This is an optimization exercise on Yosys and OpenROAD, whose aim is small area, not a production implementation.
Function was checked by simulation only, so behaviour that the tests miss may differ from the original.
Power is estimated from default activity; no workload was simulated.

## design/flow/config.mk

```make
export PLATFORM = sky130hd
export DESIGN_NAME = Segway
export DESIGN_NICKNAME = Segway
export VERILOG_FILES = /design/flow/design.v
export SDC_FILE = /design/flow/constraint.sdc
export NUM_CORES = 4
export LEC_CHECK = 0
export CAP_MARGIN = 20
export CORE_MARGIN = 2
export CORE_UTILIZATION = 40
export CTS_BUF_LIST = sky130_fd_sc_hd__clkbuf_8
export CTS_CLUSTER_DIAMETER = 80
export CTS_CLUSTER_SIZE = 16
export PLACE_DENSITY = 0.6
export SLEW_MARGIN = 20
```

## design/flow/constraint.sdc

```tcl
create_clock -name core_clock -period 20.0 [get_ports {clk}]
set_input_delay 4.0000 -clock core_clock [delete_from_list [all_inputs] [get_ports {clk}]]
set_output_delay 4.0000 -clock core_clock [all_outputs]
set_load 0.01 [all_outputs]
```

## design/flow/design.v

```verilog
module rst_synch(RST_n, clk, rst_n);
input RST_n, clk;
output reg rst_n;
reg out1;
always @(posedge clk, negedge RST_n)
  if (!RST_n) begin
    out1 <= 1'b0;
    rst_n <= 1'b0;
  end else begin
    out1 <= 1'b1;
    rst_n <= out1;
  end
endmodule
module SPI_mstr16(clk, rst_n, wrt, MISO, SS_n, SCLK, busy, front, shft, bit_cnt, MISO_smpl, first_smpl);
input clk, rst_n, wrt, MISO;
output SS_n;
output SCLK;
output busy;			 
output front;			 
output reg shft;		 
output reg [3:0] bit_cnt;
output reg MISO_smpl;
output reg first_smpl;		 
localparam IDLE = 2'd0, FRONT = 2'd1, GO = 2'd2, BACK = 2'd3;
reg [1:0] state, nxt_state;
reg [4:0] sclk_div;
reg en_SCLK;
wire [8:0] cnt_inc;
wire cnt_co;
rc_inc #(9) u_cinc(.a({bit_cnt, sclk_div}), .ci(1'b1), .s(cnt_inc), .co(cnt_co));
wire sclk_all1 = &sclk_div;
wire bit_all1 = &bit_cnt;
assign SCLK = sclk_div[4];
wire smpl = ~sclk_div[4] & (&sclk_div[3:0]);
wire shft_nxt = sclk_all1;
assign busy = (state != IDLE);
assign SS_n = ~busy;
assign front = (state == FRONT);
always @(posedge clk, negedge rst_n)
	if(!rst_n)
		state <= IDLE;
	else
		state <= nxt_state;
always @(posedge clk, negedge rst_n)
	if(!rst_n)
		sclk_div[4] <= 1'b0;
	else if(SS_n)
		sclk_div[4] <= 1'b1;
	else if(en_SCLK)
		sclk_div[4] <= cnt_inc[4];
always @(posedge clk)
	if(SS_n)
		{bit_cnt, sclk_div[3:0]} <= 8'hF7;
	else if(en_SCLK)
		{bit_cnt, sclk_div[3:0]} <= {cnt_inc[8:5], cnt_inc[3:0]};
always @(posedge clk)
	if(smpl)
		MISO_smpl <= MISO;
always @(posedge clk, negedge rst_n)
	if(!rst_n)
		first_smpl <= 1'b0;
	else if(shft & (state == GO) & (bit_cnt == 4'h0))
		first_smpl <= MISO_smpl;
always @* begin
	nxt_state = state;
	shft = 1'b0;
	en_SCLK = 1'b0;
	case(state)
	  IDLE : if(wrt) nxt_state = FRONT;
	  FRONT : begin
		en_SCLK = 1'b1;
		if(shft_nxt) nxt_state = GO;
	  end
	  GO : begin
		if(bit_all1) nxt_state = BACK;
		else begin
			en_SCLK = 1'b1;
			shft = shft_nxt;
		end
	  end
	  default : begin	 
		if(shft_nxt) begin
			nxt_state = IDLE;
			shft = 1'b1;
		end else
			en_SCLK = 1'b1;
	  end
	endcase
end
endmodule
module A2D_intf(clk, rst_n, nxt, MISO, lft_ld, rght_ld, batt_low, a2d_SS_n, SCLK, MOSI);
input clk, rst_n, nxt;
input MISO;
output reg [11:0] lft_ld, rght_ld;
output batt_low;
output a2d_SS_n, SCLK, MOSI;
wire busy, shft, MISO_smpl, first_smpl;
wire [3:0] bit_cnt;
reg wrt, update;
reg [1:0] rnd_cnt;
reg [11:0] rd;		 
reg batt11;		 
wire done = ~busy;
SPI_mstr16 SPI(.clk(clk), .rst_n(rst_n), .wrt(wrt), .MISO(MISO), .SS_n(a2d_SS_n), .SCLK(SCLK),
		.busy(busy), .front(), .shft(shft), .bit_cnt(bit_cnt), .MISO_smpl(MISO_smpl), .first_smpl(first_smpl));
wire [2:0] chnl = {rnd_cnt[0] | rnd_cnt[1], 1'b0, rnd_cnt[1]};
reg cmd_bit;
always @* begin
	case(bit_cnt)
	  4'd2: cmd_bit = chnl[2];
	  4'd3: cmd_bit = chnl[1];
	  4'd4: cmd_bit = chnl[0];
	  default: cmd_bit = 1'b0;
	endcase
end
assign MOSI = busy ? cmd_bit : first_smpl;
always @(posedge clk)
	if(shft)
		rd <= {rd[10:0], MISO_smpl};
always @(posedge clk, negedge rst_n)
	if(!rst_n)
		rnd_cnt <= 2'b00;
	else if(update)
		rnd_cnt <= {rnd_cnt[0], ~rnd_cnt[0] & ~rnd_cnt[1]};
always @(posedge clk, negedge rst_n)
	if(!rst_n)
		lft_ld <= 12'h000;
	else if(update & ~rnd_cnt[0] & ~rnd_cnt[1])
		lft_ld <= rd;
always @(posedge clk, negedge rst_n)
	if(!rst_n)
		rght_ld <= 12'h000;
	else if(update & rnd_cnt[0])
		rght_ld <= rd;
always @(posedge clk, negedge rst_n)
	if(!rst_n)
		batt11 <= 1'b0;
	else if(update & rnd_cnt[1])
		batt11 <= rd[11];
assign batt_low = ~batt11;
localparam IDLE = 2'd0, SEND_1ST = 2'd1, WAIT_1 = 2'd2, SEND_2ND = 2'd3;
reg [1:0] state, nxt_state;
always @(posedge clk, negedge rst_n)
	if(!rst_n)
		state <= IDLE;
	else
		state <= nxt_state;
always @* begin
	nxt_state = state;
	wrt = 1'b0;
	update = 1'b0;
	case(state)
	  IDLE : if(nxt) begin nxt_state = SEND_1ST; wrt = 1'b1; end
	  SEND_1ST : if(done) nxt_state = WAIT_1;
	  WAIT_1 : begin nxt_state = SEND_2ND; wrt = 1'b1; end
	  default : if(done) begin nxt_state = IDLE; update = 1'b1; end
	endcase
end
endmodule
module UART_rcv(clk, rst_n, RX, clr_rdy, rdy_g, rdy_s);
input clk, rst_n;
input RX;
input clr_rdy;
output rdy_g, rdy_s;		 
reg state;			 
reg [3:0] bit_cnt;
reg [11:0] baud_cnt;
reg rx_ff1, rx_ff2;
reg gm, sm;			 
localparam [11:0] BAUD_END = 12'h800, BAUD_HALF = 12'h564, BAUD_FULL = 12'hE47;
wire shift = (baud_cnt == BAUD_END);
wire [11:0] baud_step = {baud_cnt[10:0], baud_cnt[11] ^ baud_cnt[10]};
wire [3:0] bit_inc;
wire bit_co;
rc_inc #(4) u_binc(.a(bit_cnt), .ci(1'b1), .s(bit_inc), .co(bit_co));
wire start = ~state & ~rx_ff2;
wire last = state & (bit_cnt == 4'b1010);
always @(posedge clk or negedge rst_n)
  if (!rst_n)
    state <= 1'b0;
  else if (start)
    state <= 1'b1;
  else if (last)
    state <= 1'b0;
always @(posedge clk)
  if (start)
    bit_cnt <= 4'b0000;
  else if (shift)
    bit_cnt <= bit_inc;
always @(posedge clk)
  if (start)
    baud_cnt <= BAUD_HALF;
  else if (shift)
    baud_cnt <= BAUD_FULL;
  else if (state)
    baud_cnt <= baud_step;
reg exp_g, exp_s, dbit;
always @* begin
  dbit = 1'b1;
  exp_g = 1'b0;
  exp_s = 1'b0;
  case (bit_cnt)
    4'd1: begin exp_g = 1'b1; exp_s = 1'b1; end
    4'd2: begin exp_g = 1'b1; exp_s = 1'b1; end
    4'd3: begin exp_g = 1'b1; exp_s = 1'b0; end
    4'd4: begin exp_g = 1'b0; exp_s = 1'b0; end
    4'd5: begin exp_g = 1'b0; exp_s = 1'b1; end
    4'd6: begin exp_g = 1'b1; exp_s = 1'b1; end
    4'd7: begin exp_g = 1'b1; exp_s = 1'b1; end
    4'd8: begin exp_g = 1'b0; exp_s = 1'b0; end
    default: dbit = 1'b0;
  endcase
end
always @(posedge clk or negedge rst_n)
  if (!rst_n) begin
    gm <= 1'b0;
    sm <= 1'b0;
  end else if (start) begin
    gm <= 1'b1;
    sm <= 1'b1;
  end else if (clr_rdy) begin
    gm <= 1'b0;
    sm <= 1'b0;
  end else if (shift & dbit) begin
    gm <= gm & (rx_ff2 == exp_g);
    sm <= sm & (rx_ff2 == exp_s);
  end
always_ff @(posedge clk or negedge rst_n)
  if (!rst_n)
    begin
      rx_ff1 <= 1'b1;
      rx_ff2 <= 1'b1;
    end
  else
    begin
      rx_ff1 <= RX;
      rx_ff2 <= rx_ff1;
    end
assign rdy_g = ~state & gm;
assign rdy_s = ~state & sm;
endmodule
module Auth_blk(clk, rst_n, RX, rider_off, pwr_up);
input clk, rst_n, RX, rider_off;
output reg pwr_up;
wire g, s;
reg clr_rx_rdy;
UART_rcv RCV(.clk(clk), .rst_n(rst_n), .RX(RX), .clr_rdy(clr_rx_rdy), .rdy_g(g), .rdy_s(s));
localparam OFF = 2'd0, PWR1 = 2'd1, PWR2 = 2'd2;
reg [1:0] state, nxt_state;
always @(posedge clk, negedge rst_n)
	if(!rst_n)
		state <= OFF;
	else
		state <= nxt_state;
always @* begin
	nxt_state = OFF;
	pwr_up = 1'b0;
	clr_rx_rdy = 1'b0;
	case(state)
	  OFF : if(g) begin nxt_state = PWR1; pwr_up = 1'b1; clr_rx_rdy = 1'b1; end
	  PWR1 : begin
		pwr_up = 1'b1;
		if(s) begin nxt_state = PWR2; clr_rx_rdy = 1'b1; end
		else nxt_state = PWR1;
	  end
	  PWR2 : begin
		if(g) begin nxt_state = PWR1; pwr_up = 1'b1; clr_rx_rdy = 1'b1; end
		else if(!rider_off) begin nxt_state = PWR2; pwr_up = 1'b1; end
	  end
	  default : ;
	endcase
end
endmodule
module PWM11(clk, rst_n, cnt, duty, PWM_sig);
input clk, rst_n;
input [10:0] cnt;
input [10:0] duty;
output reg PWM_sig;
wire ge;
rc_carry #(11) u_cmp(.a(cnt), .b(~duty), .ci(1'b1), .co(ge));
always @(posedge clk, negedge rst_n)
  if(!rst_n)
    PWM_sig <= 1'b0;
  else if(ge)
    PWM_sig <= 1'b0;
  else if(~|cnt)
    PWM_sig <= 1'b1;
endmodule
module mtr_drv(clk, rst_n, cnt, lft_spd, rght_spd, lft_rev, rght_rev, PWM_rev_lft, PWM_rev_rght, PWM_frwrd_lft, PWM_frwrd_rght);
input clk, rst_n;
input [10:0] cnt;
input [10:0] lft_spd, rght_spd;
input lft_rev, rght_rev;
output PWM_rev_lft, PWM_rev_rght;
output PWM_frwrd_lft, PWM_frwrd_rght;
wire lft_pwm_sig, rght_pwm_sig;
assign PWM_rev_lft = lft_rev & lft_pwm_sig;
assign PWM_frwrd_lft = ~lft_rev & lft_pwm_sig;
assign PWM_rev_rght = rght_rev & rght_pwm_sig;
assign PWM_frwrd_rght = ~rght_rev & rght_pwm_sig;
PWM11 l_pwm(.clk(clk), .rst_n(rst_n), .cnt(cnt), .duty(lft_spd), .PWM_sig(lft_pwm_sig)),
      r_pwm(.clk(clk), .rst_n(rst_n), .cnt(cnt), .duty(rght_spd), .PWM_sig(rght_pwm_sig));
endmodule
module Piezo_Timer(clk, rst_n, reset, steer_en_tmr_full, cnt);
input clk, rst_n, reset;
output steer_en_tmr_full;
output reg [26:0] cnt;
wire [26:0] nxt;
wire [27:0] c;
assign c[0] = 1'b1;
genvar i;
generate for (i = 0; i < 27; i = i + 1) begin : g
	assign nxt[i] = cnt[i] ^ c[i];
	assign c[i+1] = cnt[i] & c[i];
end endgenerate
assign steer_en_tmr_full = c[15];	 
always @(posedge clk, negedge rst_n)
	if(!rst_n)
		cnt <= 27'h0;
	else if(reset)
		cnt <= 27'h0;
	else
		cnt <= nxt;
endmodule
module piezo(clk, rst_n, en_steer, ovr_spd, batt_low, steer_en_clr_tmr, piezo, piezo_n, steer_en_tmr_full);
input clk, rst_n, en_steer, ovr_spd, batt_low, steer_en_clr_tmr;
output piezo, piezo_n, steer_en_tmr_full;
wire wave;
wire [26:0] cnt;
wire any = en_steer | ovr_spd | batt_low;
Piezo_Timer piezo_timer(.clk(clk), .rst_n(rst_n), .reset(~any & steer_en_clr_tmr), .cnt(cnt), .steer_en_tmr_full(steer_en_tmr_full));
assign wave = 	(ovr_spd) ? (~cnt[12] & ~cnt[24]) :
		(en_steer) ? (~cnt[14] & ~cnt[25] & ~cnt[26]) : 1'b0;
assign piezo = (wave | (batt_low & ~cnt[15] & cnt[26] & ~cnt[25]));
assign piezo_n = any & ~piezo;
endmodule
module inertial_integrator(clk, rst_n, vld, ld_cmp, ptch_rt, AZ, ptch);
input clk, rst_n, vld, ld_cmp;
input [15:0] ptch_rt, AZ;
output [15:0] ptch;
reg [26:0] ptch_int;
reg [16:0] inc;
reg cmp;
assign ptch = ptch_int[26:11];
wire [26:0] ptch_int_nxt;
wire pn_co;
rc_add #(27) u_pn(.a(ptch_int), .b({{10{inc[16]}}, inc}), .ci(1'b0), .s(ptch_int_nxt), .co(pn_co));
wire [15:0] ptch_nxt = ptch_int_nxt[26:11];
wire [15:0] A;
wire a_co;
rc_add #(16) u_a(.a(AZ), .b(16'h0180), .ci(1'b0), .s(A), .co(a_co));
wire [25:0] As = {{10{A[15]}}, A};
wire [25:0] t1, t2, P;
wire t1_co, t2_co, p_co;
rc_add #(26) u_t1(.a({As[22:0], 3'b000}), .b(~As), .ci(1'b1), .s(t1), .co(t1_co));	 
rc_add #(26) u_t2(.a(t1), .b({As[19:0], 6'b000000}), .ci(1'b0), .s(t2), .co(t2_co));	 
rc_add #(26) u_p(.a(t2), .b({As[17:0], 8'h00}), .ci(1'b0), .s(P), .co(p_co));		 
wire [15:0] acc = {{3{P[25]}}, P[25:13]};
wire ge;
rc_carry #(16) u_ge(.a({~ptch_nxt[15], ptch_nxt[14:0]}), .b(~{~acc[15], acc[14:0]}), .ci(1'b1), .co(ge));
always @(posedge clk)
	if(ld_cmp)
		cmp <= ~ge;
wire [15:0] rtc;
wire rtc_co;
rc_add #(16) u_rtc(.a(ptch_rt), .b(16'hFC3E), .ci(1'b0), .s(rtc), .co(rtc_co));
wire [16:0] inc_nxt;
wire in_co;
rc_add #(17) u_in(.a(~{rtc[15], rtc}), .b({{6{~cmp}}, 1'b1, 10'h000}), .ci(1'b1), .s(inc_nxt), .co(in_co));
always @(posedge clk, negedge rst_n)
	if(!rst_n) begin
		ptch_int <= 27'h0;
		inc <= 17'h007C2;
	end else if(vld) begin
		ptch_int <= ptch_int_nxt;
		inc <= inc_nxt;
	end
endmodule
module inert_intf(clk, rst_n, vld, ptch, SS_n, SCLK, MOSI, MISO, INT, init_go);
  input clk, rst_n;
  input INT;
  input init_go;		 
  output vld;
  output [15:0] ptch;
  input MISO;
  output SS_n, SCLK, MOSI;
  reg INT1, INT_stable;
  reg [7:0] ptchL, ptchH, AZL;
  reg [7:0] rd;			 
  localparam INIT1 = 4'd0, INIT2 = 4'd1, INIT3 = 4'd2, INIT4 = 4'd3, WAIT = 4'd4,
	     RD1 = 4'd5, RD2 = 4'd6, RD3 = 4'd7, RD4 = 4'd8;
  reg [3:0] state, nxt_state;
  wire done = ~busy & (state != INIT1);
  reg wrt;
  wire busy, front, shft, MISO_smpl, first_smpl;
  wire [3:0] bit_cnt;
  SPI_mstr16 iSPI(.clk(clk), .rst_n(rst_n), .wrt(wrt), .MISO(MISO), .SS_n(SS_n), .SCLK(SCLK),
		  .busy(busy), .front(front), .shft(shft), .bit_cnt(bit_cnt), .MISO_smpl(MISO_smpl), .first_smpl(first_smpl));
  inertial_integrator iINT(.clk(clk), .rst_n(rst_n), .vld(vld), .ld_cmp((state == RD3) & done),
			   .ptch_rt({ptchH, ptchL}), .AZ({rd, AZL}), .ptch(ptch));
  reg [15:0] cip;
  always @* begin
    case(state)
      INIT2: cip = 16'h0D02;
      INIT3: cip = 16'h1053;
      INIT4: cip = 16'h1150;
      WAIT:  cip = 16'h1460;
      RD1:   cip = 16'hA200;
      RD2:   cip = 16'hA300;
      RD3:   cip = 16'hAC00;
      RD4:   cip = 16'hAD00;
      default: cip = 16'h0D02;
    endcase
  end
  assign MOSI = busy ? cip[front ? 4'hF : ~bit_cnt] : first_smpl;
  always @(posedge clk)
    if(shft)
      rd <= {rd[6:0], MISO_smpl};
  always_ff@(posedge clk) begin
    INT1 <= INT;
    INT_stable <= INT1;
  end
  always_ff@(posedge clk, negedge rst_n)
    if(!rst_n)
      state <= INIT1;
    else
      state <= nxt_state;
  always_comb begin
    wrt = 1'b0;
    nxt_state = state;
    case(state)
      INIT1: if(init_go) begin wrt = 1'b1; nxt_state = INIT2; end
      INIT2: if(done) begin wrt = 1'b1; nxt_state = INIT3; end
      INIT3: if(done) begin wrt = 1'b1; nxt_state = INIT4; end
      INIT4: if(done) begin wrt = 1'b1; nxt_state = WAIT; end
      WAIT:  if(done & INT_stable) begin wrt = 1'b1; nxt_state = RD1; end
      RD1:   if(done) begin wrt = 1'b1; nxt_state = RD2; end
      RD2:   if(done) begin wrt = 1'b1; nxt_state = RD3; end
      RD3:   if(done) begin wrt = 1'b1; nxt_state = RD4; end
      RD4:   if(done) nxt_state = WAIT;
      default: nxt_state = INIT1;
    endcase
  end
  assign vld = (state == RD4) & done;
  always_ff@(posedge clk)
    if((state == WAIT) & done & INT_stable)
      ptchL <= rd;
  always_ff@(posedge clk)
    if((state == RD1) & done)
      ptchH <= rd;
  always_ff@(posedge clk)
    if((state == RD2) & done)
      AZL <= rd;
endmodule
module balance_cntrl(clk, rst_n, vld, pwr_up, ptch, ld_cell_diff, rider_off, en_steer,
		     lft_spd, lft_rev, rght_spd, rght_rev, too_fast);
  input clk, rst_n;
  input vld;
  input pwr_up;
  input [15:0] ptch;
  input [11:0] ld_cell_diff;
  input rider_off;
  input en_steer;
  output [10:0] lft_spd;
  output lft_rev;
  output [10:0] rght_spd;
  output rght_rev;
  output too_fast;
  reg [17:0] full_integrator;
  reg [9:0] prev_ptch_err, intermediate;
  wire [9:0] e = ptch[15] ? (&ptch[14:9] ? ptch[9:0] : 10'h200) :
			     (|ptch[14:9] ? 10'h1FF : ptch[9:0]);
  wire [17:0] next_integrator;
  wire ni_co;
  rc_add #(18) u_int(.a(full_integrator), .b({{8{e[9]}}, e}), .ci(1'b0), .s(next_integrator), .co(ni_co));
  wire ov = (e[9] & full_integrator[17] & ~next_integrator[17]) |
	    (~e[9] & ~full_integrator[17] & next_integrator[17]);
  always @(posedge clk)
	if(rider_off | ~pwr_up)
		full_integrator <= 18'h0;
	else if(vld & ~ov)
		full_integrator <= next_integrator;
  always @(posedge clk, negedge rst_n)
	if(!rst_n) begin
		prev_ptch_err <= 10'h0;
		intermediate <= 10'h0;
	end
	else if(vld) begin
		prev_ptch_err <= intermediate;
		intermediate <= e;
	end
  wire [9:0] dd;
  wire dd_co;
  rc_add #(10) u_dd(.a(e), .b(~prev_ptch_err), .ci(1'b1), .s(dd), .co(dd_co));
  wire [6:0] d = dd[9] ? (&dd[8:6] ? dd[6:0] : 7'h40) :
			 (|dd[8:6] ? 7'h3F : dd[6:0]);
  wire [11:0] I = full_integrator[13:2];
  wire [14:0] pid;
  pid_sum u_pid(.e(e), .d(d), .I(I), .y(pid));
  wire [11:0] dif = ld_cell_diff;
  wire [14:0] D8 = {{6{dif[11]}}, dif[11:3]};
  wire nz = |dif[2:0];
  wire neg = dif[11] & (|dif[10:0]);
  wire [14:0] st_l = en_steer ? (neg ? D8 : ~D8) : 15'h0;
  wire [14:0] st_r = en_steer ? (neg ? ~D8 : D8) : 15'h0;
  wire ci_l = en_steer & (neg ? nz : 1'b1);
  wire ci_r = en_steer & neg & ~nz;
  wire [10:0] lspd_n, rspd_n;
  wire lrev_n, rrev_n;
  torque_shape u_l(.pid(pid), .x(st_l), .ci(ci_l), .spd(lspd_n), .rev(lrev_n));
  torque_shape u_r(.pid(pid), .x(st_r), .ci(ci_r), .spd(rspd_n), .rev(rrev_n));
  reg [10:0] lspd_f, rspd_f;
  reg lft_rev_f, rght_rev_f;
  always_ff@(posedge clk) begin
		lft_rev_f <= lrev_n;
		lspd_f <= lspd_n;
		rght_rev_f <= rrev_n;
		rspd_f <= rspd_n;
  end
  assign lft_rev = lft_rev_f;
  assign rght_rev = rght_rev_f;
  assign lft_spd = pwr_up ? lspd_f : 11'h0;
  assign rght_spd = pwr_up ? rspd_f : 11'h0;
  assign too_fast = pwr_up & ((lspd_f[10] & lspd_f[9] & (|lspd_f[8:0])) |
			      (rspd_f[10] & rspd_f[9] & (|rspd_f[8:0])));
endmodule
module torque_shape(input [14:0] pid, input [14:0] x, input ci, output [10:0] spd, output rev);
  wire [14:0] t;
  wire t_co;
  rc_add #(15) u_t(.a(pid), .b(x), .ci(ci), .s(t), .co(t_co));
  assign rev = t[14];
  wire [13:0] oc = t[13:0] ^ {14{t[14]}};	 
  wire big = (|oc[13:7]) | (oc[6] & (oc[5] | oc[4] | oc[3] | (oc[2] & (oc[1] | (rev & oc[0])))));
  wire [10:0] adj;
  wire adj_co;
  rc_add #(11) u_adj(.a(oc[10:0]), .b(11'd980), .ci(rev), .s(adj), .co(adj_co));
  wire sat = adj_co | (|oc[13:11]);
  wire [6:0] a;
  wire a_co;
  rc_inc #(7) u_a(.a(oc[6:0]), .ci(rev), .s(a), .co(a_co));
  wire [10:0] m;
  wire m_co;
  rc_add #(11) u_m(.a({a, 4'b0000}), .b(~{4'b0000, a}), .ci(1'b1), .s(m), .co(m_co));
  assign spd = big ? (sat ? 11'h7FF : adj) : m;
endmodule
module pid_sum(input [9:0] e, input [6:0] d, input [11:0] I, output [14:0] y);
  wire s0 = ~e[0] ^ I[1] ^ 1'b1;
  wire c0 = (~e[0] & I[1]) | (~e[0] & 1'b1) | (I[1] & 1'b1);
  wire s1 = ~e[1] ^ d[0] ^ I[2];
  wire c1 = (~e[1] & d[0]) | (~e[1] & I[2]) | (d[0] & I[2]);
  wire s2 = ~e[2] ^ d[1] ^ I[3];
  wire c2 = (~e[2] & d[1]) | (~e[2] & I[3]) | (d[1] & I[3]);
  wire s3 = e[0] ^ ~e[3] ^ d[0];
  wire c3 = (e[0] & ~e[3]) | (e[0] & d[0]) | (~e[3] & d[0]);
  wire s4 = d[2] ^ I[4] ^ c2;
  wire c4 = (d[2] & I[4]) | (d[2] & c2) | (I[4] & c2);
  wire s5 = e[1] ^ ~e[4] ^ d[1];
  wire c5 = (e[1] & ~e[4]) | (e[1] & d[1]) | (~e[4] & d[1]);
  wire s6 = d[3] ^ I[5] ^ c3;
  wire c6 = (d[3] & I[5]) | (d[3] & c3) | (I[5] & c3);
  wire s7 = c4 ^ s5 ^ s6;
  wire c7 = (c4 & s5) | (c4 & s6) | (s5 & s6);
  wire s8 = e[2] ^ ~e[5] ^ d[2];
  wire c8 = (e[2] & ~e[5]) | (e[2] & d[2]) | (~e[5] & d[2]);
  wire s9 = d[4] ^ I[6] ^ c5;
  wire c9 = (d[4] & I[6]) | (d[4] & c5) | (I[6] & c5);
  wire s10 = c6 ^ c7 ^ s8;
  wire c10 = (c6 & c7) | (c6 & s8) | (c7 & s8);
  wire s11 = e[3] ^ ~e[6] ^ d[3];
  wire c11 = (e[3] & ~e[6]) | (e[3] & d[3]) | (~e[6] & d[3]);
  wire s12 = d[5] ^ I[7] ^ c8;
  wire c12 = (d[5] & I[7]) | (d[5] & c8) | (I[7] & c8);
  wire s13 = c9 ^ c10 ^ s11;
  wire c13 = (c9 & c10) | (c9 & s11) | (c10 & s11);
  wire s14 = e[4] ^ ~e[7] ^ d[4];
  wire c14 = (e[4] & ~e[7]) | (e[4] & d[4]) | (~e[7] & d[4]);
  wire s15 = ~d[6] ^ I[8] ^ 1'b1;
  wire c15 = (~d[6] & I[8]) | (~d[6] & 1'b1) | (I[8] & 1'b1);
  wire s16 = c11 ^ c12 ^ c13;
  wire c16 = (c11 & c12) | (c11 & c13) | (c12 & c13);
  wire s17 = s14 ^ s15 ^ s16;
  wire c17 = (s14 & s15) | (s14 & s16) | (s15 & s16);
  wire s18 = e[5] ^ ~e[8] ^ d[5];
  wire c18 = (e[5] & ~e[8]) | (e[5] & d[5]) | (~e[8] & d[5]);
  wire s19 = I[9] ^ 1'b1 ^ c14;
  wire c19 = (I[9] & 1'b1) | (I[9] & c14) | (1'b1 & c14);
  wire s20 = c15 ^ c16 ^ c17;
  wire c20 = (c15 & c16) | (c15 & c17) | (c16 & c17);
  wire s21 = s18 ^ s19 ^ s20;
  wire c21 = (s18 & s19) | (s18 & s20) | (s19 & s20);
  wire s22 = e[6] ^ e[9] ^ ~d[6];
  wire c22 = (e[6] & e[9]) | (e[6] & ~d[6]) | (e[9] & ~d[6]);
  wire s23 = I[10] ^ 1'b1 ^ c18;
  wire c23 = (I[10] & 1'b1) | (I[10] & c18) | (1'b1 & c18);
  wire s24 = c19 ^ c20 ^ c21;
  wire c24 = (c19 & c20) | (c19 & c21) | (c20 & c21);
  wire s25 = s22 ^ s23 ^ s24;
  wire c25 = (s22 & s23) | (s22 & s24) | (s23 & s24);
  wire s26 = e[7] ^ ~I[11] ^ 1'b1;
  wire c26 = (e[7] & ~I[11]) | (e[7] & 1'b1) | (~I[11] & 1'b1);
  wire s27 = c22 ^ c23 ^ c24;
  wire c27 = (c22 & c23) | (c22 & c24) | (c23 & c24);
  wire s28 = c25 ^ s26 ^ s27;
  wire c28 = (c25 & s26) | (c25 & s27) | (s26 & s27);
  wire s29 = e[8] ^ c26 ^ c27;
  wire c29 = (e[8] & c26) | (e[8] & c27) | (c26 & c27);
  wire [14:0] r1 = {1'b1, ~e[9], c28, s28, s25, s21, s17, s12, s9, s7, s3, c1, c0, s0, I[0]};
  wire [14:0] r2 = {1'b0, c29, s29, 1'b0, 1'b0, 1'b0, 1'b0, s13, s10, 1'b0, s4, s2, s1, 1'b0, 1'b0};
  wire co;
  rc_add #(15) u_add(.a(r1), .b(r2), .ci(1'b0), .s(y), .co(co));
endmodule
module steer_en_SM(clk, rst_n, lft_load, rght_load, tmr_full, en_steer, rider_off, clr_tmr, load_cell_diff);
  input clk;
  input rst_n;
  input [11:0] lft_load, rght_load;
  input tmr_full;
  output reg en_steer;
  output reg rider_off;
  output reg clr_tmr;
  output [11:0] load_cell_diff;
  localparam IDLE = 2'd0, WAIT = 2'd1, STEER = 2'd2;
  reg [1:0] state, nxt_state;
  wire [11:0] sum_lo;
  wire sum_hi;
  rc_add #(12) u_sum(.a(lft_load), .b(rght_load), .ci(1'b0), .s(sum_lo), .co(sum_hi));
  wire [12:0] sum = {sum_hi, sum_lo};
  wire sum_gt_min = sum > 13'h220;
  wire sum_lt_min = sum < 13'h1E0;
  wire [11:0] dif;
  wire dif_co;
  rc_add #(12) u_dif(.a(lft_load), .b(~rght_load), .ci(1'b1), .s(dif), .co(dif_co));
  wire sgn = dif[11];
  wire [11:0] dif_oc = dif ^ {12{sgn}};
  assign load_cell_diff = dif;	 
  wire diff_gt_1_4;
  rc_carry #(12) u_c14(.a(dif_oc), .b(~{1'b0, sum[12:2]}), .ci(sgn), .co(diff_gt_1_4));
  wire [8:0] q = sum[12:4];
  wire [11:0] y_lo;
  wire y_co;
  rc_add #(12) u_y(.a(dif_oc), .b({3'b000, q}), .ci(sgn), .s(y_lo), .co(y_co));
  wire [12:0] y = {y_co, y_lo};
  wire diff_gt_15_16;
  rc_carry #(9) u_c1516(.a(y[12:4]), .b(~q), .ci(|y[3:0]), .co(diff_gt_15_16));
  always_ff@(posedge clk, negedge rst_n)
    if(!rst_n)
      state <= IDLE;
    else
      state <= nxt_state;
  always_comb begin
    clr_tmr = 0;
    en_steer = 0;
    rider_off = 1;
    nxt_state = IDLE;
    case(state)
    IDLE: if(sum_gt_min) begin
      clr_tmr = 1;
      rider_off = 0;
      nxt_state = WAIT;
    end
    WAIT: if(sum_lt_min) begin
      rider_off = 1;
      nxt_state = IDLE;
    end
    else if(diff_gt_1_4) begin
      clr_tmr = 1;
      nxt_state = WAIT;
      rider_off = 0;
    end
    else if(tmr_full) begin
      en_steer = 1;
      nxt_state = STEER;
      rider_off = 0;
    end
    else begin
      nxt_state = WAIT;
      rider_off = 0;
    end
    STEER: if(sum_lt_min) begin
      rider_off = 1;
      nxt_state = IDLE;
    end
    else if(diff_gt_15_16) begin
      clr_tmr = 1;
      nxt_state = WAIT;
      rider_off = 0;
    end
    else begin
      en_steer = 1;
      nxt_state = STEER;
      rider_off = 0;
    end
    default: nxt_state = IDLE;
    endcase
  end
endmodule
module Segway(clk,RST_n,LED,INERT_SS_n,INERT_MOSI,
              INERT_SCLK,INERT_MISO,A2D_SS_n,A2D_MOSI,A2D_SCLK,
			  A2D_MISO,PWM_rev_rght,PWM_frwrd_rght,PWM_rev_lft,
			  PWM_frwrd_lft,piezo_n,piezo,INT,RX);
  input clk,RST_n;
  input INERT_MISO;
  input A2D_MISO;
  input INT;
  input RX;
  output [7:0] LED;
  output A2D_SS_n, INERT_SS_n;
  output A2D_MOSI, INERT_MOSI;
  output A2D_SCLK, INERT_SCLK;
  output PWM_rev_rght, PWM_frwrd_rght;
  output PWM_rev_lft, PWM_frwrd_lft;
  output piezo_n,piezo;
  wire rst_n;
  wire [11:0] lft_ld, rght_ld;
  wire batt_low;
  wire pwr_up;
  wire [15:0] ptch;
  wire vld;
  wire [10:0] lft_spd, rght_spd;
  wire lft_rev, rght_rev, too_fast;
  wire rider_off, en_steer;
  wire [11:0] load_cell_diff;
  wire steer_en_tmr_full, steer_en_clr_tmr;
  wire [15:0] tmr16;
  wire init_go;
  assign LED = ptch[15:8];
  free_tmr iTMR(.clk(clk), .rst_n(rst_n), .cnt(tmr16), .full(init_go));
  A2D_intf a2d_intf_DUT(.clk(clk), .rst_n(rst_n), .nxt(vld), .MISO(A2D_MISO),
			.lft_ld(lft_ld), .rght_ld(rght_ld), .batt_low(batt_low),
			.a2d_SS_n(A2D_SS_n), .SCLK(A2D_SCLK), .MOSI(A2D_MOSI));
  Auth_blk auth_blk_DUT(.clk(clk), .rst_n(rst_n), .RX(RX), .rider_off(rider_off), .pwr_up(pwr_up));
  mtr_drv mtr_drv_DUT(.clk(clk), .rst_n(rst_n), .cnt(tmr16[10:0]),
			.lft_spd(lft_spd), .rght_spd(rght_spd), .lft_rev(lft_rev), .rght_rev(rght_rev),
			.PWM_rev_lft(PWM_rev_lft), .PWM_rev_rght(PWM_rev_rght),
			.PWM_frwrd_lft(PWM_frwrd_lft), .PWM_frwrd_rght(PWM_frwrd_rght));
  piezo piezo_DUT(.clk(clk), .rst_n(rst_n), .en_steer(en_steer), .ovr_spd(too_fast),
			.batt_low(batt_low), .steer_en_clr_tmr(steer_en_clr_tmr),
			.piezo(piezo), .piezo_n(piezo_n), .steer_en_tmr_full(steer_en_tmr_full));
  inert_intf inert_intf_DUT(.clk(clk), .rst_n(rst_n), .INT(INT), .MISO(INERT_MISO), .init_go(init_go),
				.vld(vld), .ptch(ptch), .SS_n(INERT_SS_n), .SCLK(INERT_SCLK), .MOSI(INERT_MOSI));
  balance_cntrl balance_ctrl_DUT(.clk(clk), .rst_n(rst_n), .pwr_up(pwr_up), .vld(vld), .ptch(ptch),
				.ld_cell_diff(load_cell_diff), .rider_off(rider_off), .en_steer(en_steer),
				.lft_spd(lft_spd), .lft_rev(lft_rev), .rght_spd(rght_spd), .rght_rev(rght_rev),
				.too_fast(too_fast));
  steer_en_SM steer_en_DUT(.clk(clk), .rst_n(rst_n), .lft_load(lft_ld), .rght_load(rght_ld),
				.tmr_full(steer_en_tmr_full), .en_steer(en_steer), .rider_off(rider_off),
				.load_cell_diff(load_cell_diff), .clr_tmr(steer_en_clr_tmr));
  rst_synch iRST(.clk(clk), .RST_n(RST_n), .rst_n(rst_n));
endmodule
module rc_add #(parameter W = 8) (input [W-1:0] a, input [W-1:0] b, input ci, output [W-1:0] s, output co);
  wire [W:0] c;
  assign c[0] = ci;
  genvar i;
  generate for (i = 0; i < W; i = i + 1) begin : g
    wire p = a[i] ^ b[i];
    assign s[i] = p ^ c[i];
    assign c[i+1] = (a[i] & b[i]) | (p & c[i]);
  end endgenerate
  assign co = c[W];
endmodule
module rc_carry #(parameter W = 8) (input [W-1:0] a, input [W-1:0] b, input ci, output co);
  wire [W:0] c;
  assign c[0] = ci;
  genvar i;
  generate for (i = 0; i < W; i = i + 1) begin : g
    assign c[i+1] = (a[i] & b[i]) | ((a[i] | b[i]) & c[i]);
  end endgenerate
  assign co = c[W];
endmodule
module rc_inc #(parameter W = 8) (input [W-1:0] a, input ci, output [W-1:0] s, output co);
  wire [W:0] c;
  assign c[0] = ci;
  genvar i;
  generate for (i = 0; i < W; i = i + 1) begin : g
    assign s[i] = a[i] ^ c[i];
    assign c[i+1] = a[i] & c[i];
  end endgenerate
  assign co = c[W];
endmodule
module free_tmr(input clk, input rst_n, output reg [15:0] cnt, output full);
  wire [15:0] nxt;
  rc_inc #(16) u_inc(.a(cnt), .ci(1'b1), .s(nxt), .co(full));
  always @(posedge clk, negedge rst_n)
    if (!rst_n) cnt <= 16'h0;
    else cnt <= nxt;
endmodule
```

## design/flow/run.sh

```bash
#!/bin/bash
# synth_recipe.tcl (not shown) runs the flow's synth.tcl, then flattens the netlist and writes it again
# the make line also repeats each setting of config.mk as NAME=value (left out here)
make -C /OpenROAD-flow-scripts/flow DESIGN_CONFIG=/design/flow/config.mk WORK_HOME=/design/flow/orfs CLKGATE_MAP_FILE= SYNTH_SCRIPT=/design/flow/synth_recipe.tcl finish
```

==> results of run 1 <==
## metrics by stage
step,setup WS [ns],instances
after floorplan,0.0349,1944
final,0.833,2644
after detailed placement,0.293,2595
after global routing,0.00656,2644
after global placement,0.660,2595
after CTS,0.230,2643
## layout by cell type, fill, tap and decap left out, types with 25 or more instances in the layout
cell / n
nor2b_1: 54
clkdlybuf4s50_1: 25
a211oi_1: 26
inv_1: 314
o21ai_0: 109
ha_1: 179
nand2_1: 198
dfrtp_1: 152
edfxtp_1: 47
clkbuf_8: 28
xnor2_1: 37
nor2_1: 103
a21oi_1: 34
dfxtp_1: 79
fa_1: 188
## logic make-up after synthesis
family | after synthesis | share of synthesized area
buffers and inverters | 373 | 0.0720
multiplexers | 38 | 0.0202
AND/OR/NAND/NOR | 485 | 0.113
other | 1 | 0.000187
flip-flops | 287 | 0.351
adder cells (fa/ha/maj) | 391 | 0.315
AO/OA/AOI/OAI | 309 | 0.101
XOR/XNOR | 60 | 0.0273
## final cells by class
class	count	share of cell area
multi-input cells	1284	0.538
repair buffers	46	0.0203
flip-flops and latches	287	0.325
well taps	672	0.0389
clock inverters	20	0.00654
clock buffers	28	0.0178
inverters	307	0.0533
## worst register-to-register path, delay by kind of cell (launching register included)
| family | cells | cell delay [ns] |
|---|---|---|
| buf+inv | 8 | 0.69 |
| simple gates | 7 | 1.06 |
| fa+ha+maj | 44 | 15.22 |
| flops | 1 | 0.39 |
| compound gates | 6 | 0.96 |
| xor+xnor | 4 | 0.73 |
## sequential cells by signal, indices dropped and copies added (netlist names), 10 cells and up
register and count:
balance_ctrl_DUT.rspd_f 11, a2d_intf_DUT.lft_ld 12, a2d_intf_DUT.rght_ld 12, iTMR.cnt 16, balance_ctrl_DUT.lspd_f 11, inert_intf_DUT.iINT.inc 17
piezo_DUT.piezo_timer.cnt 27, auth_blk_DUT.RCV.baud_cnt 12, balance_ctrl_DUT.prev_ptch_err 10, inert_intf_DUT.iINT.ptch_int 27, balance_ctrl_DUT.intermediate 10, a2d_intf_DUT.rd 12
balance_ctrl_DUT.full_integrator 18
## routing by layer
| layer | vias up | part of all wire | GRT usage |
|---|---|---|---|
| met2 | 134 | 0.49 | 0.258 |
| met4 | 0 | 0.018 | 0.0275 |
| met3 | 42 | 0.025 | 0.0183 |
| met1 | 6409 | 0.46 | 0.193 |
| li1 | 6418 | - | - |
| met5 | - | 0 | 0 |
## power groups by stage
stage                     clock [mW]  sequential, mW  combinational (mW)
after floorplan                    0           0.640              0.0425
after global routing           0.402           0.635              0.0651
after global placement             0           0.643              0.0533
final                          0.362           0.631              0.0545
after CTS                      0.382           0.631              0.0562
after detailed placement           0           0.643              0.0560
## final timing paths
kind | slack, ns | startpoint | end
worst max-delay path | 0.83 | a2d_intf_DUT.lft_ld[0] | balance_ctrl_DUT.rspd_f[10]
worst min-delay path | 0.14 | iRST.rst_n | iTMR.cnt[11]
worst max register to register | 0.83 | a2d_intf_DUT.lft_ld[0] | balance_ctrl_DUT.rspd_f[10]
worst min register to register | 0.14 | iRST.rst_n | iTMR.cnt[11]
max in group asynchronous | 16.34 | RST_n | iRST.rst_n
min in group core_clock | 0.34 | inert_intf_DUT.INT1 | inert_intf_DUT.INT_stable
==> reports/metrics.cfg, run 1 <==
[status]
status=timing/DRC/antenna clean

[place]
dp_hpwl_mm=28.6
portBuffers=25
gp_congestion=0.872
place_area_um2=21000

[worst_setup_path]
cp_data_required_time_ns=20.53
worst-path-stages=69
cp_slowest_cell=fa_1
worstPathArrival_ns=19.70
cp_max_fo=17
reg2regPathDepth=69
startpoint_type=flip-flop
cp_num_buf_inv=8
crit_family=adder cells
crit_path_frequent_cell=fa_1
critPathKind=flip-flop to flip-flop
cp-end-kind=flip-flop
max_stage_delay_ns=0.46

[clock_network]
cts-hold-fix-buffers=0
cts.repair.resized=0
cts_tree=done
h-tree-depth=1
worstSkewPairLatency_ns=0.62
clock_path_buffers=3
path_clk_slew_ns=0.11
clock-root-buffer=clkbuf_8
clock_sinks=287
cts_setup_buffers=0
numCtsBuffers=26

[sta]
rsz0062_at_grt=false
setup_tns_ns=0
final.period_utilization=0.958
slew_viol_final=0
hold_viol=0
slew_headroom=0.316
holdWs_ns=0.143
fmax_mhz=52.2
fin_skew_ns=0.0343
setup_viol=0
period_minus_slack_ns=19.17
tightest_slew_ns=1.02

[yosys]
ys_ff_latch=287
postSynthCellCount=1944
syn_nets=2322
yosys_warnings=12
ys_async_sr_fraction=0.561
synth_cell_types=81
netlist_top_cells_count=305 x inv_1, 199 x nand2_1, 193 x fa_1, 179 x ha_1, 153 x dfrtp_1
syn_area_um2=20000
synth-main-ff-cell=dfrtp_1
synth_top_cells_by_area=fa_1 19%, dfrtp_1 19%, ha_1 11%
netlist.area_leader.share=0.193
yosysMostFrequentCell=inv_1
syn_avg_cell_area_um2=10.3
synth_top_cell_by_area=fa_1
ys_seq_area_frac=0.351
synth_edf_count=47

[global_routing]
grt_usage=0.146
grt_pass1_vias=13300
grt_pass1_wl_mm=64.6
grt-ovfl-total=0
grt_max_degree=97
antenna_found_initial=0

[drt]
postRouteAntennaNets=0
finalWirelength_mm=37.1
routedWlPerCell_um=14.0
post-route-drc-count=0
dr.pass1.iters=6
num_vias=13000
initialDrtViolationCount=607
via_per_inst=4.92

[power_and_ir_drop]
pwr-share-comb=0.052
p_leak_nw=9.78
p_switching_mw=0.271
power.density_nw_per_um2=48.4
p_seq_frac=0.602
pwr-share-clk=0.346
p_int_mw=0.777
p_total_mw=1.05
peakVddDrop_mv=0.0441
switching_share=0.259

[finish]
final_nets=2330
fin_util=0.435
antennaDiodeCount=0
area_delta_synth_final_pct=7.98
drive_gt1_frac=0.0644
seq_area_um2=7040
multi_input_area_um2=11600
fillers=4742
finalInstanceArea_um2=21600

[die]
die_area_um2=51900
core_um2=49800
die_h_um=228
rows=82
io_pins=26
die_w_um=228
start_util=0.403

[hold_path]
hp-class=flip-flop to async pin

[job]
maxCapViolations=0

==> run 2, diff against run 1 <==
==> design/flow/flow/run.sh (new file) <==
#!/bin/bash
# The standard layout (the standard.sh, unchanged synthesis, floorplan,
# placement and routing), with clock tree synthesis told not to add dummy
# loads.  Each tool's output stays in the ORFS logs under orfs/logs.
set -euo pipefail
bash standard.sh \
  "CTS_ARGS=-sink_clustering_enable -repair_clock_nets -sink_clustering_size 16 -sink_clustering_max_diameter 80 -buf_list sky130_fd_sc_hd__clkbuf_8 -dont_use_dummy_load" \
  finish > standard.log 2>&1
==> design/flow/standard.sh (new file) <==
#!/bin/bash
# synth_recipe.tcl (not shown) runs the flow's synth.tcl, then flattens the netlist and writes it again
# the make line also repeats each setting of config.mk as NAME=value (left out here)
make -C /OpenROAD-flow-scripts/flow DESIGN_CONFIG=/design/flow/config.mk WORK_HOME=/design/flow/orfs CLKGATE_MAP_FILE= SYNTH_SCRIPT=/design/flow/synth_recipe.tcl "${@:-finish}"
removed: design/flow/run.sh
==> reports/metrics.cfg, run 2 <==
[global_routing]
grt_usage=0.146  ; -0.000284
grt_max_degree=97  ; unchanged
grt_pass1_wl_mm=64.4  ; -0.24%
grt-ovfl-total=0  ; unchanged
antenna_found_initial=0  ; unchanged
grt_pass1_vias=13300  ; -0.52%

[sta]
fin_skew_ns=0.0712  ; +0.0369 ns
hold_viol=0  ; unchanged
final.period_utilization=0.960  ; +0.00196
tightest_slew_ns=1.03  ; +0.0122 ns
period_minus_slack_ns=19.21  ; +0.0392 ns
holdWs_ns=0.140  ; -0.00329 ns
fmax_mhz=52.1  ; -0.20%
rsz0062_at_grt=false
setup_viol=0  ; unchanged
slew_headroom=0.307  ; -0.00818
slew_viol_final=0  ; unchanged
setup_tns_ns=0  ; unchanged
setup_ws_ns=0.794  ; -0.0392 ns

[worst_setup_path]
cp_slowest_cell=fa_1
cp_max_fo=17  ; unchanged
crit_path_frequent_cell=fa_1
worstPathArrival_ns=19.69  ; about the same
cp-end-kind=flip-flop
crit_path_start=a2d_intf_DUT.lft_ld[0]
critPathKind=flip-flop to flip-flop
cp_data_required_time_ns=20.48  ; -0.05 ns
startpoint_type=flip-flop
max_stage_delay_ns=0.46  ; about the same
r2r_slack_ns=0.79  ; -0.04 ns
reg2reg_from=a2d_intf_DUT.lft_ld[0]

[clock_network]
numCtsBuffers=26  ; unchanged
cts_tree=done
cts_setup_buffers=0  ; unchanged
worstSkewPairLatency_ns=0.61  ; about the same
clock-root-buffer=clkbuf_8
cts.repair.resized=0  ; unchanged
path_clk_slew_ns=0.11  ; about the same
clock_path_buffers=3  ; unchanged
h-tree-depth=1  ; unchanged
clock_sinks=287  ; unchanged
cts-hold-fix-buffers=0  ; unchanged

[place]
dp_hpwl_mm=28.6  ; unchanged
place_area_um2=21000  ; unchanged
place_ws_ns=0.293  ; unchanged
portBuffers=25  ; unchanged
gp_congestion=0.872  ; unchanged

[yosys]
yosysMostFrequentCell=inv_1
synth_top_cell_by_area=fa_1
synth_fa_ha_area_frac=0.315  ; unchanged
synth_top_cells_by_area=fa_1 19%, dfrtp_1 19%, ha_1 11%
ys_async_sr_fraction=0.561  ; unchanged
synth-simple-area-share=0.113  ; unchanged
synth_top_family_by_area=adder cells
postSynthCellCount=1944  ; unchanged
netlist_top_cells_count=305 x inv_1, 199 x nand2_1, 193 x fa_1, 179 x ha_1, 153 x dfrtp_1
synthMuxAreaShare=0.0202  ; unchanged
syn_avg_cell_area_um2=10.3  ; unchanged
ys_ff_latch=287  ; unchanged
synth_edf_count=47  ; unchanged
syn_nets=2322  ; unchanged
yosys_warnings=12  ; unchanged
synth_compound_area_frac=0.101  ; unchanged
ys_seq_area_frac=0.351  ; unchanged
netlist.area_leader.share=0.193  ; unchanged
synth_xor_area_frac=0.0273  ; unchanged
synth_cell_types=81  ; unchanged
synth-main-ff-cell=dfrtp_1
syn_area_um2=20000  ; unchanged

[finish]
mostFrequentLayoutCell=inv_1
antennaDiodeCount=0  ; unchanged
final_nets=2330  ; unchanged
area_delta_synth_final_pct=7.16
finalInstanceArea_um2=21500  ; -0.76%
reg_top3=inert_intf_DUT.iINT.ptch_int: 27 flops, piezo_DUT.piezo_timer.cnt: 27 flops, balance_ctrl_DUT.full_integrator: 18 flops
final_cell_mix=304 x inv_1, 198 x nand2_1, 186 x fa_1
drive_gt1_frac=0.0600  ; -0.00440
fillers=4749  ; +0.15%
seq_area_um2=7040  ; unchanged
multi_input_area_um2=11600  ; about the same

[die]
core_um2=49800  ; unchanged
die_w_um=228  ; unchanged
start_util=0.403  ; unchanged
rows=82  ; unchanged
io_pins=26  ; unchanged
die_area_um2=51900  ; unchanged
die_h_um=228  ; unchanged

[hold_path]
hp-class=flip-flop to async pin

[drt]
post-route-drc-count=0  ; unchanged
postRouteAntennaNets=0  ; unchanged
routedWlPerCell_um=14.1  ; +0.53%
num_vias=13000  ; -0.37%
initialDrtViolationCount=580  ; -4.4%
via_per_inst=4.94  ; +0.47%
finalWirelength_mm=37.0  ; -0.31%
dr.pass1.iters=5  ; -1

[status]
status=timing/DRC/antenna clean

[job]
maxCapViolations=0  ; unchanged

[power_and_ir_drop]
peakVddDrop_mv=0.0378  ; -14%
p_leak_nw=9.66  ; -1.2%
power.density_nw_per_um2=46.2  ; -4.6%
p_total_mw=0.992  ; -5.3%

[run 2: per-layer routing]
layer | GRT usage | up-vias | wire (um)
li1 | - | 6389 | -
met1 | 0.193 | 6395 | 17100
met2 | 0.257 | 126 | 18200
met3 | 0.0181 | 45 | 929
met4 | 0.0269 | 0 | 683
met5 | 0 | - | 0
[run 2: per-stage QoR]
stage / instances / util
after floorplan: 1944 / -
after global placement: 2595 / 0.422
after detailed placement: 2595 / 0.422
after CTS: 2621 / 0.430
after global routing: 2622 / 0.431
final: 2622 / 0.431
[run 2: power by group]
part / leakage, nW / internal [mW] / switching (mW)
registers: 3.24 / 0.612 / 0.0185
clock network: 0.187 / 0.115 / 0.191
logic: 6.23 / 0.0257 / 0.0289
total: 9.66 / 0.753 / 0.239
[run 2: layout make-up]
class / count / share of cell area
tap: 672 / 0.0392
sequential: 287 / 0.328
clock buffer: 26 / 0.0167
timing repair buffer: 46 / 0.0205
inverter: 307 / 0.0537
multi-input combinational: 1284 / 0.542
[run 2: path summary, 6_finish.rpt]
kind,to,depth (start not counted)
max in group asynchronous,iRST.rst_n,1
min in group core_clock,inert_intf_DUT.INT_stable,0
min,iTMR.cnt[11],0
max reg2reg,balance_ctrl_DUT.rspd_f[10],69
min reg2reg,iTMR.cnt[11],0
max,balance_ctrl_DUT.rspd_f[10],69
[run 2: kinds of logic after synthesis]
kind of cell	Yosys count
fa+ha+maj	391
mux	38
simple gates	485
buf+inv	373
flops	287
xor+xnor	60
other cells	1
compound gates	309
[run 2: worst max-delay path: cells and delay by family (launching register included)]
| kind | cells | cell delay [ns] |
|---|---|---|
| AO/OA/AOI/OAI | 6 | 0.98 |
| adder cells (fa/ha/maj) | 44 | 15.11 |
| AND/OR/NAND/NOR | 7 | 1.16 |
| XOR/XNOR | 4 | 0.73 |
| buffers and inverters | 8 | 0.69 |
| flip-flops | 1 | 0.39 |
==> run 3, diff against run 2 <==
--- a/design/flow/design.v
+++ b/design/flow/design.v
@@ -11,7 +11,7 @@
     rst_n <= out1;
   end
 endmodule
-module SPI_mstr16(clk, rst_n, wrt, MISO, SS_n, SCLK, busy, front, shft, bit_cnt, MISO_smpl, first_smpl);
+module SPI_mstr16(clk, rst_n, wrt, MISO, SS_n, SCLK, busy, front, shft, bit_cnt, sclk_cnt, MISO_smpl, first_smpl);
 input clk, rst_n, wrt, MISO;
 output SS_n;
 output SCLK;
@@ -19,6 +19,7 @@
 output front;			 
 output reg shft;		 
 output reg [3:0] bit_cnt;
+output [4:0] sclk_cnt;		 
 output reg MISO_smpl;
 output reg first_smpl;		 
 localparam IDLE = 2'd0, FRONT = 2'd1, GO = 2'd2, BACK = 2'd3;
@@ -31,6 +32,7 @@
 wire sclk_all1 = &sclk_div;
 wire bit_all1 = &bit_cnt;
 assign SCLK = sclk_div[4];
+assign sclk_cnt = sclk_div;
 wire smpl = ~sclk_div[4] & (&sclk_div[3:0]);
 wire shft_nxt = sclk_all1;
 assign busy = (state != IDLE);
@@ -102,7 +104,7 @@
 reg batt11;		 
 wire done = ~busy;
 SPI_mstr16 SPI(.clk(clk), .rst_n(rst_n), .wrt(wrt), .MISO(MISO), .SS_n(a2d_SS_n), .SCLK(SCLK),
-		.busy(busy), .front(), .shft(shft), .bit_cnt(bit_cnt), .MISO_smpl(MISO_smpl), .first_smpl(first_smpl));
+		.busy(busy), .front(), .shft(shft), .bit_cnt(bit_cnt), .sclk_cnt(), .MISO_smpl(MISO_smpl), .first_smpl(first_smpl));
 wire [2:0] chnl = {rnd_cnt[0] | rnd_cnt[1], 1'b0, rnd_cnt[1]};
 reg cmd_bit;
 always @* begin
@@ -192,7 +194,7 @@
     baud_cnt <= BAUD_HALF;
   else if (shift)
     baud_cnt <= BAUD_FULL;
-  else if (state)
+  else
     baud_cnt <= baud_step;
 reg exp_g, exp_s, dbit;
 always @* begin
@@ -221,7 +223,7 @@
   end else if (clr_rdy) begin
     gm <= 1'b0;
     sm <= 1'b0;
-  end else if (shift & dbit) begin
+  end else if (shift & dbit & state) begin
     gm <= gm & (rx_ff2 == exp_g);
     sm <= sm & (rx_ff2 == exp_s);
   end
@@ -334,8 +336,11 @@
 assign piezo = (wave | (batt_low & ~cnt[15] & cnt[26] & ~cnt[25]));
 assign piezo_n = any & ~piezo;
 endmodule
-module inertial_integrator(clk, rst_n, vld, ld_cmp, ptch_rt, AZ, ptch);
+module inertial_integrator(clk, rst_n, vld, ld_cmp, cmp_en, sclk_cnt, bit_cnt, ptch_rt, AZ, ptch);
 input clk, rst_n, vld, ld_cmp;
+input cmp_en;			 
+input [4:0] sclk_cnt;		 
+input [3:0] bit_cnt;		 
 input [15:0] ptch_rt, AZ;
 output [15:0] ptch;
 reg [26:0] ptch_int;
@@ -345,22 +350,68 @@
 wire [26:0] ptch_int_nxt;
 wire pn_co;
 rc_add #(27) u_pn(.a(ptch_int), .b({{10{inc[16]}}, inc}), .ci(1'b0), .s(ptch_int_nxt), .co(pn_co));
-wire [15:0] ptch_nxt = ptch_int_nxt[26:11];
-wire [15:0] A;
-wire a_co;
-rc_add #(16) u_a(.a(AZ), .b(16'h0180), .ci(1'b0), .s(A), .co(a_co));
-wire [25:0] As = {{10{A[15]}}, A};
-wire [25:0] t1, t2, P;
-wire t1_co, t2_co, p_co;
-rc_add #(26) u_t1(.a({As[22:0], 3'b000}), .b(~As), .ci(1'b1), .s(t1), .co(t1_co));	 
-rc_add #(26) u_t2(.a(t1), .b({As[19:0], 6'b000000}), .ci(1'b0), .s(t2), .co(t2_co));	 
-rc_add #(26) u_p(.a(t2), .b({As[17:0], 8'h00}), .ci(1'b0), .s(P), .co(p_co));		 
-wire [15:0] acc = {{3{P[25]}}, P[25:13]};
-wire ge;
-rc_carry #(16) u_ge(.a({~ptch_nxt[15], ptch_nxt[14:0]}), .b(~{~acc[15], acc[14:0]}), .ci(1'b1), .co(ge));
-always @(posedge clk)
-	if(ld_cmp)
-		cmp <= ~ge;
+wire [15:0] p = ptch_int_nxt[26:11];
+reg [7:0] dl;			 
+reg oc;				 
+reg asgn;			 
+reg [2:0] sc;			 
+reg az_k, pb_k, off_k;
+always @* begin
+  az_k = asgn;
+  case (sclk_cnt)
+    5'd23: az_k = AZ[0];   5'd24: az_k = AZ[1];   5'd25: az_k = AZ[2];
+    5'd26: az_k = AZ[3];   5'd27: az_k = AZ[4];   5'd28: az_k = AZ[5];
+    5'd29: az_k = AZ[6];   5'd30: az_k = AZ[7];   5'd31: az_k = AZ[8];
+    5'd0:  az_k = AZ[9];   5'd1:  az_k = AZ[10];  5'd2:  az_k = AZ[11];
+    5'd3:  az_k = AZ[12];  5'd4:  az_k = AZ[13];  5'd5:  az_k = AZ[14];
+    5'd6:  az_k = AZ[15];
+    default: ;
+  endcase
+  off_k = (sclk_cnt == 5'd30) | (sclk_cnt == 5'd31);	 
+  pb_k = 1'b0;
+  case (sclk_cnt)
+    5'd4:  pb_k = ~p[0];   5'd5:  pb_k = ~p[1];   5'd6:  pb_k = ~p[2];
+    5'd7:  pb_k = ~p[3];   5'd8:  pb_k = ~p[4];   5'd9:  pb_k = ~p[5];
+    5'd10: pb_k = ~p[6];   5'd11: pb_k = ~p[7];   5'd12: pb_k = ~p[8];
+    5'd13: pb_k = ~p[9];   5'd14: pb_k = ~p[10];  5'd15: pb_k = ~p[11];
+    5'd16: pb_k = ~p[12];  5'd17: pb_k = ~p[13];  5'd18: pb_k = ~p[14];
+    5'd19: pb_k = ~p[15];  5'd20: pb_k = ~p[15];
+    default: ;
+  endcase
+end
+wire in_az = (sclk_cnt[4] & (sclk_cnt[3] | (sclk_cnt[2] & sclk_cnt[1] & sclk_cnt[0]))) |	 
+	     (~sclk_cnt[4] & ~sclk_cnt[3] & ~(sclk_cnt[2] & sclk_cnt[1] & sclk_cnt[0]));	 
+wire a_k = in_az ? (az_k ^ off_k ^ oc) : asgn;
+wire oc_n = (az_k & off_k) | (az_k & oc) | (off_k & oc);
+wire nak = ~a_k;
+wire f1s = dl[7] ^ dl[5] ^ dl[2];
+wire f1c = (dl[7] & dl[5]) | (dl[7] & dl[2]) | (dl[5] & dl[2]);
+wire f2s = nak ^ pb_k ^ sc[0];
+wire f2c = (nak & pb_k) | (nak & sc[0]) | (pb_k & sc[0]);
+wire x_k = f1s ^ f2s;			 
+wire h0c = f1s & f2s;
+wire f3s = f1c ^ f2c ^ h0c;
+wire f3c = (f1c & f2c) | (f1c & h0c) | (f2c & h0c);
+wire t1 = f3s ^ sc[1];
+wire h1c = f3s & sc[1];
+wire t2 = f3c ^ h1c ^ sc[2];
+wire t3 = (f3c & h1c) | (f3c & sc[2]) | (h1c & sc[2]);
+wire [2:0] sc_n = {t3, t2, t1};
+always @(posedge clk) begin
+  if (ld_cmp) begin
+    dl <= 8'h00;
+    oc <= 1'b0;
+    sc <= 3'd1;
+  end else begin
+    dl <= {dl[6:0], a_k};
+    oc <= oc_n;
+    sc <= sc_n;
+  end
+  if (sclk_cnt == 5'd6)
+    asgn <= a_k;
+  if (cmp_en & (bit_cnt == 4'd0) & (sclk_cnt == 5'd20))
+    cmp <= ~x_k;
+end
 wire [15:0] rtc;
 wire rtc_co;
 rc_add #(16) u_rtc(.a(ptch_rt), .b(16'hFC3E), .ci(1'b0), .s(rtc), .co(rtc_co));
@@ -394,9 +445,11 @@
   reg wrt;
   wire busy, front, shft, MISO_smpl, first_smpl;
   wire [3:0] bit_cnt;
+  wire [4:0] sclk_cnt;
   SPI_mstr16 iSPI(.clk(clk), .rst_n(rst_n), .wrt(wrt), .MISO(MISO), .SS_n(SS_n), .SCLK(SCLK),
-		  .busy(busy), .front(front), .shft(shft), .bit_cnt(bit_cnt), .MISO_smpl(MISO_smpl), .first_smpl(first_smpl));
+		  .busy(busy), .front(front), .shft(shft), .bit_cnt(bit_cnt), .sclk_cnt(sclk_cnt), .MISO_smpl(MISO_smpl), .first_smpl(first_smpl));
   inertial_integrator iINT(.clk(clk), .rst_n(rst_n), .vld(vld), .ld_cmp((state == RD3) & done),
+			   .cmp_en(state == RD4), .sclk_cnt(sclk_cnt), .bit_cnt(bit_cnt),
 			   .ptch_rt({ptchH, ptchL}), .AZ({rd, AZL}), .ptch(ptch));
   reg [15:0] cip;
   always @* begin
==> reports/metrics.cfg, run 3 <==
[drt]
via_per_inst=5.08  ; +2.8%
finalWirelength_mm=36.6  ; -0.99%
initialDrtViolationCount=565  ; -2.6%
post-route-drc-count=0  ; unchanged
postRouteAntennaNets=0  ; unchanged
num_vias=12500  ; -3.8%
routedWlPerCell_um=14.9  ; +5.9%
dr.pass1.iters=5  ; unchanged

[worst_setup_path]
cp_max_fo=7  ; -10
max_stage_delay_ns=0.48  ; +0.02 ns
reg2reg_to=balance_ctrl_DUT.rspd_f[10]
crit_path_frequent_cell=fa_1
cp_data_required_time_ns=20.47  ; about the same
reg2reg_from=a2d_intf_DUT.lft_ld[0]
reg2regPathDepth=67  ; -2.9%
cp_slowest_cell=fa_1
crit_family=adder cells
cp-end-kind=flip-flop
critPathKind=flip-flop to flip-flop
cp_num_buf_inv=7  ; -1
worstPathArrival_ns=19.71  ; +0.02 ns
r2r_slack_ns=0.76  ; -0.03 ns
startpoint_type=flip-flop

[die]
io_pins=26  ; unchanged
start_util=0.405  ; +0.00270
die_area_um2=50100  ; -3.3%
core_um2=47700  ; -4.0%
die_w_um=224  ; -1.7%
die_h_um=224  ; -1.7%
rows=80  ; -2.4%

[yosys]
synth_fa_ha_area_frac=0.277  ; -0.0377
synth_top_family_by_area=adder cells
syn_nets=2151  ; -7.4%
synth-main-ff-cell=dfrtp_1
netlist_top_cells_count=262 x inv_1, 170 x ha_1, 154 x fa_1, 153 x dfrtp_1, 121 x nand2_1
netlist.area_leader.share=0.198  ; +0.00499
ys_async_sr_fraction=0.537  ; -0.0243
ys_seq_area_frac=0.377  ; +0.0263
synthMuxAreaShare=0.0435  ; +0.0233
synth-simple-area-share=0.109  ; -0.00460
syn_avg_cell_area_um2=10.6  ; +3.1%
postSynthCellCount=1821  ; -6.3%
ys_ff_latch=300  ; +4.5%
yosysMostFrequentCell=inv_1
synth_top_cell_by_area=dfrtp_1
yosys_warnings=12  ; unchanged
synth_xor_area_frac=0.0292  ; +0.00187
synth_compound_area_frac=0.0956  ; -0.00555
synth_cell_types=85  ; +4.9%
synth_edf_count=48  ; +2.1%
syn_area_um2=19300  ; -3.4%
synth_top_cells_by_area=dfrtp_1 20%, fa_1 16%, ha_1 11%

[finish]
final_nets=2169  ; -6.9%
final_cell_mix=262 x inv_1, 170 x ha_1, 152 x dfrtp_1
area_delta_synth_final_pct=7.60
fillers=4531  ; -4.6%
drive_gt1_frac=0.0893  ; +0.0293
antennaDiodeCount=0  ; unchanged
mostFrequentLayoutCell=inv_1
reg_top3=inert_intf_DUT.iINT.ptch_int: 27 flops, piezo_DUT.piezo_timer.cnt: 27 flops, balance_ctrl_DUT.full_integrator: 18 flops

[global_routing]
grt_usage=0.151  ; +0.00494
grt_pass1_vias=12800  ; -3.8%
grt_max_degree=81  ; -16%
grt_pass1_wl_mm=63.2  ; -1.9%
grt-ovfl-total=0  ; unchanged
antenna_found_initial=0  ; unchanged

[clock_network]
clock_sinks=300  ; +4.5%
clock-root-buffer=clkbuf_8
path_clk_slew_ns=0.10  ; about the same
worstSkewPairLatency_ns=0.63  ; +0.02 ns
h-tree-depth=1  ; unchanged
cts_tree=done
clock_path_buffers=3  ; unchanged
numCtsBuffers=25  ; -3.8%
cts-hold-fix-buffers=0  ; unchanged

[sta]
setup_tns_ns=0  ; unchanged
final.period_utilization=0.962  ; +0.00151
setup_viol=0  ; unchanged
hold_viol=0  ; unchanged
slew_viol_final=0  ; unchanged
fin_skew_ns=0.111  ; +0.0403 ns
fmax_mhz=52.0  ; -0.16%
period_minus_slack_ns=19.24  ; +0.0302 ns
slew_headroom=0.354  ; +0.0465
tightest_slew_ns=0.964  ; -0.0681 ns

[hold_path]
hp-class=flip-flop to async pin

[power_and_ir_drop]
p_leak_nw=9.37  ; -3.0%
peakVddDrop_mv=0.0509  ; +35%
power.density_nw_per_um2=48.7  ; +5.3%
p_total_mw=1.01  ; +2.2%

[place]
gp_congestion=0.847  ; -2.9%
dp_hpwl_mm=27.9  ; -2.5%
portBuffers=25  ; unchanged

[job]
maxCapViolations=0  ; unchanged

[status]
status=timing/DRC/antenna clean

[run 3: cell count changes in the layout (fill, tap and decap cells not counted), sizes merged, moves of 8 or more]
cell,change
a21oi,+15
and2,+17
buf,+17
dfxtp,+12
fa,-39
ha,-9
inv,-41
mux2,+37
nand2,-77
nor2,-14
nor2b,-10
nor3,+12
o21ai,-18
xor2,-8
[run 3: routing by layer]
layer	global-route usage	wire (um)	share of wire
met5	0	0	0
met4	0.0325	811	0.022
met3	0.0176	1070	0.029
met2	0.260	17900	0.49
met1	0.204	16800	0.46
[run 3: how the worst max path moves through the flow]
stage          slack [ns]  depth (start not counted)                           to                   start
2_1_floorplan        0.27                         70  balance_ctrl_DUT.rspd_f[10]  a2d_intf_DUT.lft_ld[0]
3_3_place_gp         0.30                         71  balance_ctrl_DUT.lspd_f[10]  a2d_intf_DUT.lft_ld[0]
3_5_place_dp        -0.07                         71  balance_ctrl_DUT.lspd_f[10]  a2d_intf_DUT.lft_ld[0]
4_1_cts             0.009                         67  balance_ctrl_DUT.rspd_f[10]  a2d_intf_DUT.lft_ld[0]
5_1_grt            -0.004                         67  balance_ctrl_DUT.rspd_f[10]  a2d_intf_DUT.lft_ld[0]
6_report             0.76                         67  balance_ctrl_DUT.rspd_f[10]  a2d_intf_DUT.lft_ld[0]
[run 3: report_power, final]
part / switching, mW / internal (mW)
combinational: 0.0292 / 0.0244
clock: 0.194 / 0.111
sequential: 0.0152 / 0.640
[run 3: cell families after synthesis]
| group | count (synthesis) |
|---|---|
| AOI/OAI and AO/OA | 287 |
| xor gates and xnor gates | 59 |
| adders and majority gates | 339 |
| buffers and inverters | 337 |
| DFF | 300 |
| muxes | 77 |
| other | 1 |
| and+or+nand+nor | 421 |
[run 3: what timing repair did]
action / CTS / global route
setup endpoints to repair: 3 / 22
buffers inserted: 0 / 20
pin swaps: 0 / 7
resized for setup: 1 / 17
cloned: 0 / 1
[run 3: metrics by stage]
step                      instances  hold WS, ns  cell area (um2)   util  worst slack (ns)
after floorplan                1821        0.310            19300      -             0.272
after global placement         2405        0.229            20200  0.423             0.304
after detailed placement       2405        0.230            20200  0.423           -0.0676
after CTS                      2430        0.242            20500  0.430           0.00876
final                          2452        0.224            20800  0.436             0.763
after global routing           2452        0.252            20800  0.436          -0.00423
[run 3: cell type report]
type / instances / area, um2 / area share
clock buffer: 25 / 344 / 0.0165
inverter: 264 / 996 / 0.0478
multi-input combinational: 1184 / 10900 / 0.522
sequential: 300 / 7310 / 0.351
tap: 615 / 769 / 0.0370
timing repair buffer: 63 / 539 / 0.0259
timing repair inverter: 1 / 7.51 / 0.000361

## afterwards: timing with drivers on the ports
No port has a modelled driver above. Below, the same layouts with a new extraction and two added sets of constraints.
Step 1, drivers: a clkbuf_16 drives clk and a buf_2 each remaining input, both assumed.
Step 2 adds t to the input delays and takes it off the output delays; t is the mean of the earliest and latest rising clock arrival at the registers after step 1. Input paths then give back, and output paths get back, about the clock's delay inside the block.
a / b / c = no drivers / after step 1 / after step 2; a / b = the first two.
run | t, ns | setup WS [ns] | hold WS [ns]
run 1 | 0.652 | 0.833 / 0.833 / 0.833 | 0.143 / 0.143 / 0.143
run 2 | 0.624 | 0.794 / 0.794 / 0.794 | 0.140 / 0.140 / 0.140
run 3 | 0.619 | 0.763 / 0.763 / 0.763 | 0.224 / 0.224 / 0.224
After both steps every run listed still meets setup and hold.
